This is an optimization exercise on Yosys and OpenROAD, whose aim is small area, not a production implementation.
The RTL was checked by simulation tests, not by an equivalence proof against the original design.
Power figures rest on the tool's default switching activity, not on a simulated workload.

## flow/design.v

```verilog
module gomoku(
    input        clk,
    input        rst,
    input        Btn0,
    output [3:0] VGA_R,     output [3:0] VGA_G,  output [3:0] VGA_B,
    output       VGA_HS,    output       VGA_VS,
    output [3:0] KeyPadRow, input  [3:0] KeyPadCol,
    output [7:0] Dot_row,
    output [7:0] Dot1_col,
    output [7:0] Dot2_col,
    output [6:0] HEX0,      output [6:0] HEX1
);
    reg [5:0] ph;
    always @(posedge clk or negedge rst) begin
        if (!rst) ph <= 6'd2;
        else      ph <= inc6(ph);
    end
    wire       en_vga = ~ph[0];
    wire       tick   = ph[1] & ph[0];
    wire [1:0] krow   = ph[3:2];
    wire [2:0] drow   = ph[5:3] + {2'b00, ph[2] & ph[1]};
    assign KeyPadRow = ~(4'b0001 << krow);
    assign Dot_row   = ~(8'b00000001 << drow);
    function [5:0] inc6;
        input [5:0] x;
        integer b;
        reg t;
        begin
            t = 1'b1;
            for (b = 0; b < 6; b = b + 1) begin
                inc6[b] = x[b] ^ t;
                t = t & x[b];
            end
        end
    endfunction
    function [3:0] dec4;
        input [3:0] x;
        integer b;
        reg t;
        begin
            t = 1'b1;
            for (b = 0; b < 4; b = b + 1) begin
                dec4[b] = x[b] ^ t;
                t = t & ~x[b];
            end
        end
    endfunction
    function ge5;                
        input [4:0] x;
        input [4:0] c;
        integer b;
        begin
            ge5 = 1'b1;
            for (b = 0; b < 5; b = b + 1)
                ge5 = c[b] ? (x[b] & ge5) : (x[b] | ge5);
        end
    endfunction
    function ge10;               
        input [9:0] x;
        input [9:0] c;
        integer b;
        begin
            ge10 = 1'b1;
            for (b = 0; b < 10; b = b + 1)
                ge10 = c[b] ? (x[b] & ge10) : (x[b] | ge10);
        end
    endfunction
    function [3:0] step4;
        input [3:0] x;
        input       en;
        input       dn;
        integer b;
        reg t;
        begin
            t = en;
            for (b = 0; b < 4; b = b + 1) begin
                step4[b] = x[b] ^ t;
                t = t & (x[b] ^ dn);
            end
        end
    endfunction
    wire key_any = (KeyPadCol != 4'b1111);
    reg [3:0] key_now;
    always @(*) begin
        key_now = 4'h0;
        case (krow)
            2'd0: key_now = !KeyPadCol[3] ? 4'h0 : !KeyPadCol[2] ? 4'h1 : !KeyPadCol[1] ? 4'h4 : 4'h7;
            2'd1: key_now = !KeyPadCol[3] ? 4'hA : !KeyPadCol[2] ? 4'h2 : !KeyPadCol[1] ? 4'h5 : 4'h8;
            2'd2: key_now = !KeyPadCol[3] ? 4'hB : !KeyPadCol[2] ? 4'h3 : !KeyPadCol[1] ? 4'h6 : 4'h9;
            2'd3: key_now = !KeyPadCol[3] ? 4'hF : !KeyPadCol[2] ? 4'hE : !KeyPadCol[1] ? 4'hD : 4'hC;
        endcase
    end
    wire [2:0] kc_now = (key_now == 4'h6) ? 3'd0 : (key_now == 4'h4) ? 3'd1 :
                        (key_now == 4'h2) ? 3'd2 : (key_now == 4'h8) ? 3'd3 :
                        (key_now == 4'h5) ? 3'd4 : 3'd5;
    reg [2:0] kst;           
    reg [2:0] kc;
    reg       ev1, ev2;
    always @(posedge clk or negedge rst) begin
        if (!rst) begin
            kst <= 3'd0;
            kc  <= 3'd0;
            ev1 <= 1'b0;
            ev2 <= 1'b0;
        end else if (tick) begin
            ev1 <= 1'b0;
            ev2 <= ev1;
            if (kst == 3'd0) begin
                if (key_any) begin
                    kst <= 3'd1;
                    kc  <= kc_now;
                    ev1 <= 1'b1;
                end
            end else if (kst == 3'd7) begin
                kst <= 3'd0;
            end else begin
                kst <= key_any ? 3'd1 : inc6({3'd0, kst}) ;
            end
        end
    end
    wire key_valid = tick & ev2;
    reg       cp;            
    reg [1:0] place_result;
    reg       game_over;
    reg       turn_reset;
    reg       pending;       
    reg       btn0_prev;
    reg [3:0] cur_r, cur_c;
    reg       occ_reg;       
    reg       win1, win2;    
    wire      timeout_pulse;
    wire      occ_t_now;     
    reg [4:0] hc, hx, vc, vy;    
    reg       urun;          
    wire [3:0] tr, tc;       
    wire confirm  = (~Btn0 & btn0_prev) | (key_valid && kc == 3'd4);
    wire key_dir   = ~kc[2];
    wire do_move  = key_valid && !game_over && !pending && urun;
    always @(posedge clk or negedge rst) begin
        if (!rst) begin
            cp           <= 1'b0;
            place_result <= 2'b00;
            game_over    <= 1'b0;
            turn_reset   <= 1'b0;
            pending      <= 1'b0;
            btn0_prev    <= 1'b1;
            cur_r        <= 4'd0;
            cur_c        <= 4'd0;
            occ_reg      <= 1'b0;
        end else begin
            turn_reset <= 1'b0;
            btn0_prev  <= Btn0;
            if (pending) begin
                pending <= 1'b0;
                occ_reg <= 1'b1;
                if ((cp ^ turn_reset) ? win2 : win1) game_over <= 1'b1;
                else begin
                    cp         <= ~cp;
                    turn_reset <= 1'b1;
                end
            end
            if (do_move) occ_reg <= occ_t_now;
            if (!game_over && !pending) begin
                if (timeout_pulse) begin
                    cp           <= ~cp;
                    place_result <= 2'b00;
                    turn_reset   <= 1'b1;
                end
                if (key_valid && key_dir)
                    place_result <= 2'b00;
                if (do_move) begin
                    cur_r <= tr;
                    cur_c <= tc;
                end
                if (confirm) begin
                    if (!occ_reg) begin
                        pending      <= 1'b1;
                        place_result <= 2'b01;
                    end else begin
                        place_result <= 2'b10;
                    end
                end
            end
        end
    end
    reg [8:0] tcnt;
    reg [3:0] sec_t, sec_o;
    reg       tout;
    wire      tend = (tcnt == 9'h021);
    always @(posedge clk or negedge rst) begin
        if (!rst) begin
            tcnt  <= 9'd0;
            sec_t <= 4'd9;
            sec_o <= 4'd9;
            tout  <= 1'b0;
        end else begin
            tout <= 1'b0;
            if (turn_reset) begin
                tcnt  <= 9'd0;
                sec_t <= 4'd9;
                sec_o <= 4'd9;
            end else if (!game_over) begin
                if (tend) begin
                    tcnt <= 9'd0;
                    if (sec_t != 4'd0 || sec_o != 4'd0) begin
                        if (sec_o == 4'd0) begin
                            sec_o <= 4'd9;
                            sec_t <= dec4(sec_t);
                        end else begin
                            sec_o <= dec4(sec_o);
                        end
                        if (sec_t == 4'd0 && sec_o == 4'd1) tout <= 1'b1;
                    end
                end else begin
                    tcnt <= {tcnt[7:0], ~(tcnt[8] ^ tcnt[4])};
                end
            end
        end
    end
    assign timeout_pulse = tout;
    function [6:0] seg7;
        input [3:0] d;
        begin
        seg7[0] = ~((d[3]) | (d[2] & d[0]) | (~d[2] & ~d[0]) | (d[1]));
        seg7[1] = ~((~d[1] & ~d[0]) | (~d[2]) | (d[1] & d[0]));
        seg7[2] = (~d[2] & d[1] & ~d[0]);
        seg7[3] = (d[2] & ~d[1] & ~d[0]) | (~d[3] & ~d[2] & ~d[1] & d[0]) | (d[2] & d[1] & d[0]);
        seg7[4] = (d[2] & ~d[1]) | (d[0]);
        seg7[5] = (~d[2] & d[1]) | (~d[3] & ~d[2] & d[0]) | (d[1] & d[0]);
        seg7[6] = (~d[3] & ~d[2] & ~d[1]) | (d[2] & d[1] & d[0]);
        end
    endfunction
    assign HEX0 = seg7(sec_o);
    assign HEX1 = seg7(sec_t);
    reg  [255:0] occ, bp2;
    wire [255:0] occ_d, bp2_d;
    wire [15:0] rsel = 16'd1 << cur_r;
    wire [15:0] csel = 16'd1 << cur_c;
    wire wen = pending & ~occ_reg;
    genvar gi, gj;
    generate
        for (gi = 0; gi < 16; gi = gi + 1) begin : g_wr
            gk_setrow u_o (.rw(wen & rsel[gi]),      .c(csel), .q(occ[16*gi +: 16]), .d(occ_d[16*gi +: 16]));
            gk_setrow u_p (.rw(wen & cp & rsel[gi]), .c(csel), .q(bp2[16*gi +: 16]), .d(bp2_d[16*gi +: 16]));
        end
    endgenerate
    always @(posedge clk or negedge rst) begin
        if (!rst) begin
            occ <= 256'd0;
            bp2 <= 256'd0;
        end else begin
            occ <= occ_d;
            bp2 <= bp2_d;
        end
    end
    wire trig_key = tick && (kst == 3'd0) && key_any;
    wire [1:0] mv_now = kc_now[1:0];
    wire mv_ok = ~kc_now[2] &&
                 ((kc_now[1:0] == 2'd0) ? (cur_r != 4'd0) : (kc_now[1:0] == 2'd1) ? (cur_r != 4'd15) :
                  (kc_now[1:0] == 2'd2) ? (cur_c != 4'd0) : (cur_c != 4'd15));
    wire trig = trig_key & mv_ok;
    wire [3:0] s  = trig ? 4'd0 : ({1'b0, ev2, ph[1:0]} + 4'd1);
    wire busy = trig | (urun & (ev1 | ev2));
    wire uswap = urun & ~ev1 & ~ev2;
    wire [1:0] m  = trig ? mv_now : kc[1:0];
    assign tr = step4(cur_r, ~m[1], ~m[0]);
    assign tc = step4(cur_c, m[1], ~m[0]);
    reg signed [4:0] k;
    always @(*) begin
        case (s)
            4'd0: k = -5'sd4;
            4'd1: k =  5'sd4;
            4'd2: k = -5'sd3;
            4'd3: k =  5'sd3;
            4'd4: k = -5'sd2;
            4'd5: k =  5'sd2;
            4'd6: k = (m == 2'd1) ?  5'sd1 : -5'sd1;
            4'd7: k = (m[1]) ?  5'sd1 : 5'sd0;
            default: k = (m == 2'd1) ? -5'sd1 : (m == 2'd0) ? 5'sd1 : 5'sd0;
        endcase
    end
    wire [4:0] ra  = {1'b0, tr} + k;
    wire [4:0] cd  = {1'b0, tc} + k;
    wire [4:0] ca  = {1'b0, tc} - k;
    wire row_ok = ~ra[4];
    wire [3:0] pa = busy ? ra[3:0] : vc[3:0];
    wire [15:0] pasel = 16'd1 << pa;
    wire [15:0] po, pq;
    generate
        for (gj = 0; gj < 16; gj = gj + 1) begin : g_port
            wire [15:0] col_o, col_q;
            for (gi = 0; gi < 16; gi = gi + 1) begin : g_b
                assign col_o[gi] = occ[16*gi + gj];
                assign col_q[gi] = bp2[16*gi + gj];
            end
            gk_sel16 u_o (.s(pasel), .d(col_o), .o(po[gj]));
            gk_sel16 u_q (.s(pasel), .d(col_q), .o(pq[gj]));
        end
    endgenerate
    wire [2:0] co, cq, cor, cqr;
    wire [3:0] nc;           
    wire [3:0] va = busy ? tc : nc;
    gk_mux16 u_pv_o (.a(va),      .d(po), .o(cor[0]));
    gk_mux16 u_pv_q (.a(va),      .d(pq), .o(cqr[0]));
    gk_mux16 u_pd_o (.a(cd[3:0]), .d(po), .o(cor[1]));
    gk_mux16 u_pd_q (.a(cd[3:0]), .d(pq), .o(cqr[1]));
    gk_mux16 u_pa_o (.a(ca[3:0]), .d(po), .o(cor[2]));
    gk_mux16 u_pa_q (.a(ca[3:0]), .d(pq), .o(cqr[2]));
    wire [2:0] pk_ok = {row_ok & ~ca[4], row_ok & ~cd[4], row_ok};
    assign co = cor & pk_ok;
    assign cq = cqr & pk_ok;
    wire [5:0] cpk = {cq, co & ~cq};       
    reg [11:0] rx, ry;
    reg acc1, acc2;
    reg occ_t;
    integer e;
    wire [11:0] hwin;
    genvar gq;
    generate
        for (gq = 0; gq < 12; gq = gq + 1) begin : g_hw
            assign hwin[gq] = ge5({1'b0, tc}, gq) & ~ge5({1'b0, tc}, gq + 5);
        end
    endgenerate
    wire [15:0] tcsel = 16'd1 << tc;
    wire h1, h2;
    gk_run5 u_h1 (.m((po & ~pq) | tcsel), .w(hwin), .y(h1));
    gk_run5 u_h2 (.m(pq | tcsel),         .w(hwin), .y(h2));
    wire is_h = (k == 5'sd0);
    assign occ_t_now = ((s == 4'd8) && is_h) ? cor[0] : occ_t;
    wire first_n  = (s == 4'd6);
    wire s_first  = (s[3:1] == 3'd0);      
    wire second_n = (s == 4'd8 && !is_h) || (s == 4'd7 && m[1]);
    wire side_f   = (m == 2'd1);           
    reg [11:0] rx_d, ry_d;
    reg [5:0]  fin;                        
    reg [1:0]  rs, ro;
    reg        x1, x2;
    always @(*) begin
        for (e = 0; e < 6; e = e + 1) begin
            rs = side_f ? ry[2*e +: 2] : rx[2*e +: 2];
            ro = side_f ? rx[2*e +: 2] : ry[2*e +: 2];
            x1 = cpk[e] & (rs == 2'd3);
            x2 = cpk[e] ? (rs[1] | ro[1] | (rs[0] & ro[0])) : (ro == 2'd3);
            if (first_n) begin
                rx_d[2*e +: 2] = {x2, x1};
                ry_d[2*e +: 2] = {x2, x1};
            end else begin
                rx_d[2*e +: 2] = ry[2*e +: 2];
                ry_d[2*e +: 2] = {cpk[e] & ~s_first & (rx[2*e+1] ^ rx[2*e]), cpk[e] & (s_first | ~rx[2*e])};
            end
            fin[e] = second_n & (cpk[e] ? rx[2*e+1] : rx[2*e]);
        end
    end
    always @(posedge clk or negedge rst) begin
        if (!rst) begin
            urun  <= 1'b0;
            acc1  <= 1'b0;
            acc2  <= 1'b0;
            win1  <= 1'b0;
            win2  <= 1'b0;
            occ_t <= 1'b0;
            rx    <= 12'd0;
            ry    <= 12'd0;
        end else begin
            rx <= rx_d;
            ry <= ry_d;
            if (trig) begin
                urun <= 1'b1;
                acc1 <= 1'b0;
                acc2 <= 1'b0;
            end else if (uswap) begin
                urun <= 1'b0;
                win1 <= acc1;
                win2 <= acc2;
            end
            if (busy) begin
                if (is_h) begin
                    occ_t <= cor[0];
                    if (h1) acc1 <= 1'b1;
                    if (h2) acc2 <= 1'b1;
                end
                if (|fin[2:0]) acc1 <= 1'b1;
                if (|fin[5:3]) acc2 <= 1'b1;
            end
        end
    end
    wire h_last = (hc == 5'd25) && (hx == 5'd3);      
    wire h_wrap = (hc == 5'd28) && (hx == 5'd15);     
    always @(posedge clk or negedge rst) begin
        if (!rst) begin
            hc <= 5'd25; hx <= 5'd4;
            vc <= 5'd18; vy <= 5'd5;
        end else if (en_vga) begin
            if (h_wrap) begin
                hc <= 5'd0; hx <= 5'd0;
            end else if (hx == 5'd27) begin
                hc <= inc6({1'b0, hc}); hx <= 5'd0;
            end else begin
                hx <= inc6({1'b0, hx});
            end
            if (h_last) begin
                if (vc == 5'd18 && vy == 5'd20) begin
                    vc <= 5'd0; vy <= 5'd0;
                end else if (vy == 5'd27) begin
                    vc <= inc6({1'b0, vc}); vy <= 5'd0;
                end else begin
                    vy <= inc6({1'b0, vy});
                end
            end
        end
    end
    wire h0 = (hc == 5'd25) && (hx == 5'd4);           
    wire hs_on = ge10({hc, hx}, {5'd20, 5'd1}) & ~ge10({hc, hx}, {5'd23, 5'd13});
    assign VGA_HS = ~hs_on;
    wire vs_on = h0 ? ((vc == 5'd16 && vy == 5'd27) || (vc == 5'd17 && vy == 5'd0))
                    : (vc == 5'd16 && (vy == 5'd26 || vy == 5'd27));
    assign VGA_VS = ~vs_on;
    wire left_border = ge10({hc, hx}, {5'd25, 5'd4});                  
    wire vis_x = left_border | ~ge10({hc, hx}, {5'd19, 5'd12});
    wire vis_y = ge10({vc, vy}, {5'd18, 5'd5}) | ~ge10({vc, vy}, {5'd16, 5'd16});
    wire visible  = vis_x & vis_y;
    wire in_board = ~hc[4] & ~vc[4];
    reg [1:0] vcell;         
    wire in_sq_x  = ge5(hx, 5'd4) & ~ge5(hx, 5'd24);
    wire vtail    = ge5(hx, 5'd24);                    
    assign nc     = hc[4] ? 4'd0 : (vtail ? inc6({2'b0, hc[3:0]}) : hc[3:0]);
    wire vref     = ~busy & (hc[4] | ~in_sq_x);
    wire vw       = wen & (cur_r == vc[3:0]) & (cur_c == nc);
    always @(posedge clk or negedge rst) begin
        if (!rst) vcell <= 2'b00;
        else      vcell <= (vref ? {cqr[0], cor[0]} : vcell) | {vw & cp, vw};
    end
    wire v_occ = vcell[0];
    wire v_p2  = vcell[1];
    wire is_cursor = (vc[3:0] == cur_r) && (hc[3:0] == cur_c);
    wire grid_pixel = (hx == 5'd0) || (vy == 5'd0) || (hx == 5'd27) || (vy == 5'd27);
    wire in_stone   = in_sq_x & ge5(vy, 5'd4) & ~ge5(vy, 5'd24);
    wire cur_outline = ~ge5(hx, 5'd2) | ~ge5(vy, 5'd2) | ge5(hx, 5'd26) | ge5(vy, 5'd26);
    wire cur_cross  = (ge5(hx, 5'd13) & ~ge5(hx, 5'd16) & ge5(vy, 5'd8) & ~ge5(vy, 5'd21)) |
                      (ge5(vy, 5'd13) & ~ge5(vy, 5'd16) & ge5(hx, 5'd8) & ~ge5(hx, 5'd21));
    reg [3:0] r_o, g_o, b_o;
    always @(*) begin
        r_o = 4'h0; g_o = 4'h0; b_o = 4'h0;
        if (visible) begin
            r_o = 4'hD; g_o = 4'h9; b_o = 4'h4;
            if (in_board) begin
                if (grid_pixel) begin
                    r_o = 4'h0; g_o = 4'h6; b_o = 4'h0;
                end
                if (v_occ && in_stone) begin
                    r_o = {4{v_p2}}; g_o = {4{v_p2}}; b_o = {4{v_p2}};
                end
                if (is_cursor && (cur_outline || cur_cross)) begin
                    r_o = {4{cp}}; g_o = {4{cp}}; b_o = {4{cp}};
                end
            end
        end
    end
    assign VGA_R = r_o;
    assign VGA_G = g_o;
    assign VGA_B = b_o;
    reg [7:0] pat1, pat2;
    reg [1:0] dcq;
    integer i;
    wire [1:0] rp = drow[1:0] ^ {2{drow[2]}};
    always @(*) begin
        for (i = 0; i < 8; i = i + 1) begin
            dcq = (i < 4) ? i : 7 - i;
            pat1[i] = (place_result[0] & ({1'b0, rp} + {1'b0, dcq} != 3'd4)) |
                      (place_result[1] & ((rp != dcq) || (dcq == 2'd0)));
        end
        pat2 = 8'b00000000;
        if (game_over) begin
            if (!cp) begin
                case (drow)
                    3'd7: pat2 = 8'b11110011;
                    3'd6: pat2 = 8'b11100011;
                    3'd5: pat2 = 8'b11000011;
                    3'd4: pat2 = 8'b11110011;
                    3'd3: pat2 = 8'b11110011;
                    3'd2: pat2 = 8'b11110011;
                    3'd1: pat2 = 8'b11000001;
                    3'd0: pat2 = 8'b11111111;
                endcase
            end else begin
                case (drow)
                    3'd7: pat2 = 8'b11100011;
                    3'd6: pat2 = 8'b11001101;
                    3'd5: pat2 = 8'b11111001;
                    3'd4: pat2 = 8'b11110011;
                    3'd3: pat2 = 8'b11100111;
                    3'd2: pat2 = 8'b11001111;
                    3'd1: pat2 = 8'b11000001;
                    3'd0: pat2 = 8'b11111111;
                endcase
            end
        end
    end
    assign Dot1_col = ~pat1;
    assign Dot2_col = ~pat2;
endmodule
module gk_setrow(
    input         rw,
    input  [15:0] c,
    input  [15:0] q,
    output [15:0] d
);
    genvar i;
    generate
        for (i = 0; i < 16; i = i + 1) begin : g
            gk_ao21 u (.a(rw), .b(c[i]), .c(q[i]), .y(d[i]));
        end
    endgenerate
endmodule
module gk_ao21(
    input  a,
    input  b,
    input  c,
    output y
);
    assign y = (a & b) | c;
endmodule
module gk_sel16(
    input  [15:0] s,
    input  [15:0] d,
    output        o
);
    wire a, b;
    gk_sel8 u0 (.s(s[7:0]),  .d(d[7:0]),  .o(a));
    gk_sel8 u1 (.s(s[15:8]), .d(d[15:8]), .o(b));
    assign o = a | b;
endmodule
module gk_sel8(
    input  [7:0] s,
    input  [7:0] d,
    output       o
);
    assign o = |(s & d);
endmodule
module gk_mux16(
    input  [3:0]  a,
    input  [15:0] d,
    output        o
);
    assign o = d[a];
endmodule
module gk_run5(
    input  [15:0] m,
    input  [11:0] w,
    output        y
);
    wire [14:0] p2 = m[14:0] & m[15:1];
    wire [12:0] p4 = p2[12:0] & p2[14:2];
    wire [11:0] p5 = p4[11:0] & m[15:4];
    assign y = |(p5 & w);
endmodule
```

## flow/flow/run.sh

```bash
#!/bin/bash
# Layout flow: the standard ORFS flow (same config.mk, same steps and
# synthesis script) with four changes:
#   - ABC maps the logic with flow/abc.script (area oriented, no buffering)
#   - adders are left to ABC (no separate half/full adder mapping)
#   - the port buffers are sky130_fd_sc_hd__buf_1
#   - clock tree synthesis inserts no dummy loads
# Each tool's full output is kept under orfs/logs; make's own output in make.log.
set -euo pipefail
W=$(pwd)
cat > "$W/flow_synth.tcl" <<EOS
proc abc {args} {
  set i [lsearch \$args -script]
  if {\$i >= 0} { lset args [expr {\$i + 1}] $W/flow/abc.script }
  yosys abc {*}\$args
}
source $W/synth_recipe.tcl
EOS
make -C "$FLOW_HOME" DESIGN_CONFIG="$W/config.mk" WORK_HOME="$W/orfs" CLKGATE_MAP_FILE= \
    SYNTH_SCRIPT="$W/flow_synth.tcl" ADDER_MAP_FILE= \
    BUFFER_PORTS_ARGS="-buffer_cell sky130_fd_sc_hd__buf_1" \
    CTS_ARGS="-sink_clustering_enable -repair_clock_nets -sink_clustering_size 8 -sink_clustering_max_diameter 40 -buf_list sky130_fd_sc_hd__clkbuf_4 -dont_use_dummy_load" \
    finish > "$W/make.log" 2>&1
R="$W/orfs/results/$FLOW_PLATFORM/gomoku/base"
: # left out here: write the final layout as DEF
```

## flow/flow/abc.script

```
strash
dc2
dch -f
amap
&get -n
&st
&deepsyn -T 60
&dch -f
&nf -p -R 1000 -C 32 -F 8
&put
```

## flow/standard.sh

```bash
#!/bin/bash
# synth_recipe.tcl (not shown) runs the flow's synth.tcl, then flattens the netlist and writes it again
# the make line also repeats each setting of config.mk as NAME=value (left out here)
make -C /OpenROAD-flow-scripts/flow DESIGN_CONFIG=/design/flow/config.mk WORK_HOME=/design/flow/orfs CLKGATE_MAP_FILE= SYNTH_SCRIPT=/design/flow/synth_recipe.tcl "${@:-finish}"
```

## flow/config.mk

```make
export PLATFORM = sky130hd
export DESIGN_NAME = gomoku
export DESIGN_NICKNAME = gomoku
export VERILOG_FILES = /design/flow/design.v
export SDC_FILE = /design/flow/constraint.sdc
export NUM_CORES = 8
export LEC_CHECK = 0
export ABC_AREA = 0
export CAP_MARGIN = 5
export CORE_MARGIN = 2
export CORE_UTILIZATION = 70
export SLEW_MARGIN = 5
```

## flow/constraint.sdc

```tcl
create_clock -name core_clock -period 12.0 [get_ports {clk}]
set_input_delay 2.4000 -clock core_clock [delete_from_list [all_inputs] [get_ports {clk}]]
set_output_delay 2.4000 -clock core_clock [all_outputs]
set_load 0.01 [all_outputs]
```

==> impl_metrics.tcl, run 1 <==
set metrics [dict create \
    status "no timing/DRC/antenna violations" \
    io_buffers 62 \
    start_util_pct 70.8 \
    rows 71 \
    clock_skew_ps 126 \
    die_area_mm2 0.0396 \
    pre_cts_slack_ps 1150 \
    setup_viol 0 \
    worst_path_most_repeated_cell "nor2_1" \
    seq_area_frac_synth_pct 57.7 \
    clockBufferDepth 3 \
    power_frac_clock_pct 28.1 \
    drv_cap 0 \
    regArea_mm2 0.0153 \
    synth_cells 2322 \
    fmax_ghz 0.0958 \
    syn_area_mm2 0.0266 \
    cts_resized 0 \
    nets 2526 \
    crit_type "input pin to register" \
    critPathCaptureType "register" \
    cts_tree "yes" \
    root_buffer "clkbuf_4" \
    numCtsBuffers 92 \
    ios 63 \
    hpwl_um 54900 \
    die_h_um 199 \
    grt_pass1_wl_um 132000 \
    area_growth_pct 7.78 \
    async_reset_ff_share_pct 100 \
    avgSynthCellArea_um2 11.5 \
    synth_common_cells "dfrtp_1 (598), o21bai_1 (273), a21o_1 (249)" \
    largest_reg_flops 257 \
    wl_per_cell_um 28.6 \
    clk_pin_slew_ps 90 \
    syn_nets 2329 \
    p_comb_share_pct 11.3 \
    path_max_fanout 20 \
    p_seq_share_pct 60.6 \
    clock_latency_ps 890 \
    yosys_register_bits 612 \
    setup_tns_ps 0 \
    crit_path_max_incr_delay_ps 700 \
    max-vdd-ir-drop_uv 141 \
    drc_errors 0 \
    cp.required_ps 12680 \
    finalMaxSlewViolations 0 \
    maxSlewHeadroom_pct 13.6 \
    grt_pass1_vias 22543 \
    p_int_mw 2.61 \
    hold_path.class "register to register" \
    vias 22439 \
    postCtsSetupRepairBufs 0 \
    layout-drive-gt1-share_pct 7.35 \
    final-hold-violation-count 0 \
    grt_overflow 0 \
    antenna_left 0 \
    gp_congestion 1.00 \
    routed_wl_um 86800 \
    tightest_slew_ps 1290 \
    arrival_ps 11120 \
    leakage_nw 14.7 \
    cp_slowest_cell "nor3b_1" \
    n_fill_cell 2509 \
    ys.flop_type "dfrtp_1" \
    die_w_um 199 \
    swShare_pct 27.8 \
    powerDensity_mw_per_mm2 126 \
    synth_cell_types 61 \
    grt_max_degree 203 \
    rsz0062_at_grt "no" \
    cts_sinks 612 \
    synth.top_cells.by_area "dfrtp_1 (56%), o21bai_1 (7.7%), a21o_1 (7.0%), a22oi_1 (4.0%), a222oi_1 (2.6%)" \
    post-synth-top-area-cell "dfrtp_1" \
    worstSetupStartpointType "input pin" \
    synth_edf_count 0 \
    period_minus_slack_ps 10430 \
    cts_hold_buf 0 \
    yosysWarningCount 1 \
    switching_power_mw 1.00 \
    core-area_mm2 0.0376 \
    yosysMostFrequentCell "dfrtp_1" \
    track_usage_pct 45.1 \
    hold_slack_ps 459 \
    finalWorstSetupSlack_ps 1570 \
    antenna_found_initial 2 \
    drtIter0Drc 2974 \
    multi_input_area_mm2 0.0112 \
    netlist.area_leader.share_pct 56.3 \
    h-tree-depth 3 \
    vias_per_cell 7.40 \
    firstDrtPassIters 8 \
    period_share_pct 86.9 \
]
[layout make-up]
cell class              instances  area share [%]
diodes                          3          0.0262
clock buffers                  92            2.41
inverters                      21           0.275
multi-input cells            1674            39.1
flip-flops and latches        612            53.5
well taps                     511            2.23
repair buffers                118            2.42
[cells in the final DEF (no fill, tap or decap), types with 10 or more instances in the layout]
master    Yosys  final
dfrtp_1     598    598
o21bai_1    273    273
a21o_1      249    249
nand2_1     173    173
nor2_1      163    147
a22oi_1     141    141
clkbuf_4      0     93
a222oi_1     68     68
o21ai_0      61     61
buf_1         0     61
nand4_1      57     57
a21oi_1      56     56
buf_4        15     53
nand3_1      47     47
xnor2_1      35     34
nor3_1       37     34
nand2b_1     29     29
clkinv_1     21     21
a22o_1       21     21
xor2_1       19     19
nor2b_1      19     19
mux2i_1      18     18
nor2_4        0     16
o31ai_1      15     15
mux2_1       15     15
a221oi_1     14     14
dfstp_2      14     14
and2_0       12     12
and3_1       12     12
a211oi_1     12     12
o22ai_1      11     11
or3_1        10     10
[metrics by stage]
step	util (%)	total power [mW]	area, um2	std cells
after floorplan	-	2.47	26600	2322
after global placement	74.4	2.61	28000	2936
after detailed placement	74.4	2.62	28000	2936
after CTS	76.3	3.61	28700	3028
after global routing	76.3	3.75	28700	3031
final	76.3	3.61	28700	3031
[worst max-delay path, delay by kind of cell]
kind / cells / cell delay [ps]
buffers and inverters: 3 / 670
adders and majority gates: 1 / 460
muxes: 3 / 1170
and+or+nand+nor: 12 / 3720
AOI/OAI and AO/OA: 10 / 2500
xor gates and xnor gates: 1 / 170
[power groups by stage]
stage	Clock [mW]	Sequential [mW]	Combinational, mW
2_1_floorplan	0	2.20	0.270
3_3_place_gp	0	2.22	0.392
3_5_place_dp	0	2.23	0.399
4_1_cts	1.02	2.18	0.402
5_1_grt	1.11	2.19	0.449
6_report	1.02	2.19	0.407
[worst paths after layout]
check                             start        to  slack, ps  cells past startpoint
setup / recovery           KeyPadCol[2]      acc1       1570                     30
hold / removal                  occ[68]   occ[68]        460                      1
setup reg to reg                  ph[1]      acc1       2410                     29
hold reg to reg                 occ[68]   occ[68]        460                      1
max in group asynchronous           rst  occ[135]       8680                      2
min in group asynchronous           rst  bp2[237]       1670                      1
[metal layers]
metal / global-route usage [%] / part of all wire [%] / vias up
met1: 57.8 / 36 / 11040
li1: - / - / 9266
met3: 14.6 / 13 / 428
met5: 0 / 0 / -
met4: 26.4 / 6.3 / 0
met2: 67.8 / 44 / 1705
[logic make-up after synthesis]
family | Yosys count | synth area share [%]
DFF | 612 | 57.7
and+or+nand+nor | 600 | 10.7
muxes | 34 | 1.40
xor gates and xnor gates | 54 | 1.78
buffers and inverters | 36 | 0.720
adders and majority gates | 1 | 0.0376
AOI/OAI and AO/OA | 985 | 27.7
==> run 2: changes to the inputs <==
--- a/flow/flow/run.sh
+++ b/flow/flow/run.sh
@@ -20,5 +20,5 @@
     SYNTH_SCRIPT="$W/flow_synth.tcl" ADDER_MAP_FILE= \
     BUFFER_PORTS_ARGS="-buffer_cell sky130_fd_sc_hd__buf_1" \
-    CTS_ARGS="-sink_clustering_enable -repair_clock_nets -sink_clustering_size 8 -sink_clustering_max_diameter 40 -buf_list sky130_fd_sc_hd__clkbuf_4 -dont_use_dummy_load" \
+    CTS_ARGS="-sink_clustering_enable -repair_clock_nets -sink_clustering_size 8 -sink_clustering_max_diameter 50 -buf_list sky130_fd_sc_hd__clkbuf_4 -dont_use_dummy_load" \
     finish > "$W/make.log" 2>&1
 R="$W/orfs/results/$FLOW_PLATFORM/gomoku/base"
==> impl_metrics.tcl, run 2 <==
set metrics [dict create \
    status "no timing/DRC/antenna violations" \
    core-area_mm2 0.0376 \
    grt_overflow 0 \
    swShare_pct 28.0 \
    area_growth_pct 7.70 \
    drtIter0Drc 3039 \
    post-route-util_pct 76.2 \
    netlist.area_leader.share_pct 56.3 \
    dp_cells 2936 \
    synth_cell_types 61 \
    seq_area_frac_synth_pct 57.7 \
    drc_errors 0 \
    largest_reg_flops 257 \
    rows 71 \
    cts_resized 0 \
    hold_slack_ps 462 \
    setup_viol 0 \
    critPathCaptureType "register" \
    start_util_pct 70.8 \
    post-synth-top-area-cell "dfrtp_1" \
    p_seq_share_pct 60.7 \
    maxSlewHeadroom_pct 6.32 \
    cts_sinks 612 \
    finalMaxSlewViolations 0 \
    clk_pin_slew_ps 80 \
    cts_hold_buf 0 \
    cp.required_ps 12630 \
    final-hold-violation-count 0 \
    antenna_left 0 \
    root_buffer "clkbuf_4" \
    tightest_slew_ps 1400 \
    antenna_found_initial 2 \
    yosys_register_bits 612 \
    postCtsSetupRepairBufs 0 \
    drv_cap 0 \
    arrival_ps 10990 \
    rsz0062_at_grt "no" \
    synth_common_cells "dfrtp_1 (598), o21bai_1 (273), a21o_1 (249)" \
    avgSynthCellArea_um2 11.5 \
    hpwl_um 54900 \
    period_minus_slack_ps 10360 \
    cts_tree "yes" \
    firstDrtPassIters 7 \
    syn_area_mm2 0.0266 \
    track_usage_pct 45.2 \
    clock_latency_ps 890 \
    p_comb_share_pct 11.3 \
    numCtsBuffers 89 \
    vias_per_cell 7.41 \
    stdcell_count 3029 \
    final_cell_mix "dfrtp_1 (598), o21bai_1 (273), a21o_1 (249)" \
    yosysMostFrequentCell "dfrtp_1" \
    nets 2523 \
    ios 63 \
    die_area_mm2 0.0396 \
    max-vdd-ir-drop_uv 139 \
    fmax_ghz 0.0965 \
    die_h_um 199 \
    leakage_nw 14.6 \
    period_share_pct 86.3 \
    async_reset_ff_share_pct 100 \
    grt_pass1_wl_um 133000 \
    h-tree-depth 3 \
    clock_skew_ps 131 \
    p_int_mw 2.59 \
    cp_slowest_cell "nor2_4" \
    layout-drive-gt1-share_pct 7.24 \
    ys.flop_type "dfrtp_1" \
    syn_nets 2329 \
    io_buffers 62 \
    synth_cells 2322 \
    wl_per_cell_um 28.7 \
    n_fill_cell 2471 \
    gp_congestion 1.00 \
    power_frac_clock_pct 28.0 \
    grt_max_degree 203 \
    vias 22450 \
    yosysWarningCount 1 \
    rrSetupSlack_ps 2460 \
    path_max_fanout 32 \
    routed_wl_um 87000 \
    powerDensity_mw_per_mm2 126 \
    mostFrequentLayoutCell "dfrtp_1" \
    worstSetupStartpointType "input pin" \
    p_total_mw 3.60 \
    setup_tns_ps 0 \
    hold_path.class "register to register" \
    synth.top_cells.by_area "dfrtp_1 (56%), o21bai_1 (7.7%), a21o_1 (7.0%), a22oi_1 (4.0%), a222oi_1 (2.6%)" \
    worst_path_most_repeated_cell "nor2_1" \
    clockBufferDepth 3 \
    synth_edf_count 0 \
    grt_pass1_vias 22520 \
    die_w_um 199 \
    crit_path_max_incr_delay_ps 1110 \
    switching_power_mw 1.01 \
    crit_type "input pin to register" \
]
==> run 2: cell count changes in the layout (fill, tap and decap cells not counted) <==
cell / before / now
clkbuf_4: 93 / 90
diode_2: 3 / 4
==> run 2: cell type report <==
type                    count  area, um2  share of cell area, %
multi-input cells        1674      11200                   39.2
inverters                  21       78.8                  0.275
well taps                 511        639                   2.23
repair buffers            118        694                   2.42
diodes                      4       10.0                 0.0349
clock buffers              89        668                   2.33
flip-flops and latches    612      15300                   53.5
==> run 2: kinds of logic (layout without fill, tap and decap cells) <==
logic type      after synthesis  after routing  synth area share (%)
mux                          34             34                  1.40
buf+inv                      36            228                 0.720
xor+xnor                     54             54                  1.78
simple gates                600            600                  10.7
compound gates              985            985                  27.7
other cells                   0              4                     0
fa+ha+maj                     1              1                0.0376
flops                       612            612                  57.7
==> run 2: final timing paths <==
kind | cells after the start | end | start
max reg2reg | 27 | acc2 | ph[1]
min | 1 | occ[249] | occ[249]
min in group asynchronous | 1 | bp2[237] | rst
max in group asynchronous | 2 | occ[37] | rst
min reg2reg | 1 | occ[249] | occ[249]
max | 28 | acc2 | KeyPadCol[2]
==> run 2: worst max-delay path: cells and delay by family <==
kind | cells | cell delay, ps
buf+inv | 1 | 170
fa+ha+maj | 1 | 460
compound gates | 11 | 3020
xor+xnor | 1 | 170
simple gates | 11 | 3740
mux | 3 | 1010
==> run 2: power by group through the flow <==
stage / logic (mW) / registers, mW / clock network, mW
floorplan: 0.270 / 2.20 / 0
global placement: 0.392 / 2.22 / 0
detailed placement: 0.399 / 2.23 / 0
CTS: 0.402 / 2.18 / 1.01
global route: 0.449 / 2.19 / 1.10
finish: 0.407 / 2.19 / 1.01
==> run 2: per-stage QoR <==
step                setup slack, ps  area [um2]
floorplan                      2460       26600
global route                   1030       28600
global placement               1470       28000
CTS                            1920       28600
finish                         1640       28600
detailed placement             1150       28000
==> run 2: layer usage <==
layer | track usage [%] | up-vias | share of wire [%]
met5 | 0.511 | - | 0
met4 | 26.3 | 0 | 6.4
met3 | 14.7 | 442 | 13
met2 | 68.0 | 1708 | 44
met1 | 58.1 | 11030 | 36
li1 | - | 9270 | -
==> run 3: changes to the inputs <==
--- a/flow/flow/run.sh
+++ b/flow/flow/run.sh
@@ -20,5 +20,5 @@
     SYNTH_SCRIPT="$W/flow_synth.tcl" ADDER_MAP_FILE= \
     BUFFER_PORTS_ARGS="-buffer_cell sky130_fd_sc_hd__buf_1" \
-    CTS_ARGS="-sink_clustering_enable -repair_clock_nets -sink_clustering_size 8 -sink_clustering_max_diameter 50 -buf_list sky130_fd_sc_hd__clkbuf_4 -dont_use_dummy_load" \
+    CTS_ARGS="-sink_clustering_enable -repair_clock_nets -sink_clustering_size 8 -sink_clustering_max_diameter 40 -buf_list {sky130_fd_sc_hd__clkbuf_2 sky130_fd_sc_hd__clkbuf_4} -dont_use_dummy_load" \
     finish > "$W/make.log" 2>&1
 R="$W/orfs/results/$FLOW_PLATFORM/gomoku/base"
==> impl_metrics.tcl, run 3 <==
set metrics [dict create \
    critPathCaptureType "register" \
    post-route-util_pct 76.3 \
    final-hold-violation-count 0 \
    grt_max_degree 203 \
    period_minus_slack_ps 10430 \
    cts_tree "yes" \
    rr_worst_depth 29 \
    cp_top_family "simple AND/OR/NAND/NOR gates" \
    leakage_nw 14.7 \
    clock_skew_ps 126 \
    h-tree-depth 3 \
    tightest_slew_ps 1290 \
    cp_slowest_cell "nor3b_1" \
    drv_cap 0 \
    syn_nets 2329 \
    syn_area_mm2 0.0266 \
    die_w_um 199 \
    setup_tns_ps 0 \
    setup_viol 0 \
    netlist.area_leader.share_pct 56.3 \
    status "no timing/DRC/antenna violations" \
    path_max_fanout 20 \
    cts_hold_buf 0 \
    cp_num_cells 30 \
    track_usage_pct 45.1 \
    avgSynthCellArea_um2 11.5 \
    hold_slack_ps 459 \
    post-synth-top-area-cell "dfrtp_1" \
    async_reset_ff_share_pct 100 \
    rsz0062_at_grt "no" \
    hpwl_um 54900 \
    powerDensity_mw_per_mm2 126 \
    antenna_left 0 \
    gp_congestion 1.00 \
    hold_depth 1 \
    post_synth_fa_ha_maj_area_fraction_pct 0.0376 \
    clk_pin_slew_ps 90 \
    numCtsBuffers 92 \
    cp.required_ps 12680 \
    drtIter0Drc 2974 \
    synth_compound_area_share_pct 27.7 \
    grt_pass1_wl_um 132000 \
    yosys_register_bits 612 \
    crit_path_max_incr_delay_ps 700 \
    final_cell_mix "dfrtp_1 (598), o21bai_1 (273), a21o_1 (249)" \
    cts_resized 0 \
    largest_reg_flops 257 \
    synth-simple-area-share_pct 10.7 \
    worstSetupStartpointType "input pin" \
    maxSlewHeadroom_pct 13.6 \
    finalMaxSlewViolations 0 \
    synth_edf_count 0 \
    muxShareOfSynthArea_pct 1.40 \
    path_buf_inv 3 \
    root_buffer "clkbuf_4" \
    die_h_um 199 \
    layout-drive-gt1-share_pct 7.35 \
    rows 71 \
    period_share_pct 86.9 \
    synth_xor_area_share_pct 1.78 \
    nets 2526 \
    mostFrequentLayoutCell "dfrtp_1" \
    yosysMostFrequentCell "dfrtp_1" \
    arrival_ps 11120 \
    drc_errors 0 \
    fmax_ghz 0.0958 \
    area_growth_pct 7.78 \
    clockBufferDepth 3 \
    synth_cell_types 61 \
    postCtsSetupRepairBufs 0 \
    synth_top_family_by_area "compound AO/OA/AOI/OAI gates" \
    routed_wl_um 86800 \
    max-vdd-ir-drop_uv 141 \
    firstDrtPassIters 8 \
    yosysWarningCount 1 \
    ys.flop_type "dfrtp_1" \
    ios 63 \
    vias 22439 \
    n_fill_cell 2509 \
    start_util_pct 70.8 \
    wl_per_cell_um 28.6 \
    io_buffers 62 \
    vias_per_cell 7.40 \
    clock_latency_ps 890 \
    synth.top_cells.by_area "dfrtp_1 (56%), o21bai_1 (7.7%), a21o_1 (7.0%), a22oi_1 (4.0%), a222oi_1 (2.6%)" \
    core-area_mm2 0.0376 \
    cts_sinks 612 \
    worst_path_most_repeated_cell "nor2_1" \
    antenna_found_initial 2 \
    synth_cells 2322 \
    grt_pass1_vias 22543 \
    grt_overflow 0 \
    hold_path.class "register to register" \
    seq_area_frac_synth_pct 57.7 \
    die_area_mm2 0.0396 \
    synth_common_cells "dfrtp_1 (598), o21bai_1 (273), a21o_1 (249)" \
    crit_type "input pin to register" \
]
## run 3: cell counts after synthesis
No cell type changed its count.
## run 3: where the power goes
group	internal (mW)	switching (mW)	leakage, nW
Clock	0.351	0.665	0.423
Sequential	2.11	0.0762	8.40
Combinational	0.144	0.263	5.84
Total	2.61	1.00	14.7
## run 3: metal layers
layer,vias up,track usage (%),part of all wire [%]
li1,9266,-,-
met1,11040,57.8,36
met2,1705,67.8,44
met3,428,14.6,13
met4,0,26.4,6.3
met5,-,0,0
## run 3: worst paths after layout
path	start	end	slack, ps
hold / removal	occ[68]	occ[68]	460
min in group asynchronous	rst	bp2[237]	1670
hold reg to reg	occ[68]	occ[68]	460
max in group asynchronous	rst	occ[135]	8680
setup / recovery	KeyPadCol[2]	acc1	1570
setup reg to reg	ph[1]	acc1	2410
## run 3: cell type report
class                      instances  area [um2]  area share, %
antenna                            3        7.51         0.0262
clock buffer                      92         691           2.41
inverter                          21        78.8          0.275
multi-input combinational       1674       11200           39.1
sequential                       612       15300           53.5
tap                              511         639           2.23
timing repair buffer             118         694           2.42
## run 3: cells by family (layout without fill, tap and decap cells)
group,Yosys count,after routing
fa+ha+maj,1,1
compound gates,985,985
xor+xnor,54,54
other cells,0,3
buf+inv,36,231
mux,34,34
flops,612,612
simple gates,600,600
## run 3: through the flow
step | std cells | worst slack [ps] | total power, mW | cell area, um2
after floorplan | 2322 | 2460 | 2.47 | 26600
after global placement | 2936 | 1470 | 2.61 | 28000
after detailed placement | 2936 | 1150 | 2.62 | 28000
after CTS | 3028 | 1900 | 3.61 | 28700
after global routing | 3031 | 1010 | 3.75 | 28700
final | 3031 | 1570 | 3.61 | 28700

afterwards: timing with drivers on the ports:
In the flow no input, the clock included, has a driving cell. The finished layouts below were timed again as built, in two steps.
Step 1 (the two cells are an assumption about what drives the block):
set clk [get_ports {clk}]
set_driving_cell -lib_cell sky130_fd_sc_hd__clkbuf_16 $clk
set_driving_cell -lib_cell sky130_fd_sc_hd__buf_2 [delete_from_list [all_inputs] $clk]
Step 2 also shifts input and output timing later by t, the mid clock arrival at the registers, as if the neighbouring blocks saw the same clock.
Slacks: ideal / step 1 / step 2; pairs: ideal / step 1.
run	shift t [ns]	slack for setup (ns)	worst data-port slew with drivers (ns)
run 1	0.869	1.567 / 1.587 / 0.718	0.04
run 2	0.866	1.639 / 1.660 / 0.794	0.04
run 3	0.869	1.567 / 1.587 / 0.718	0.04
After both steps setup and hold are still met in every run listed.
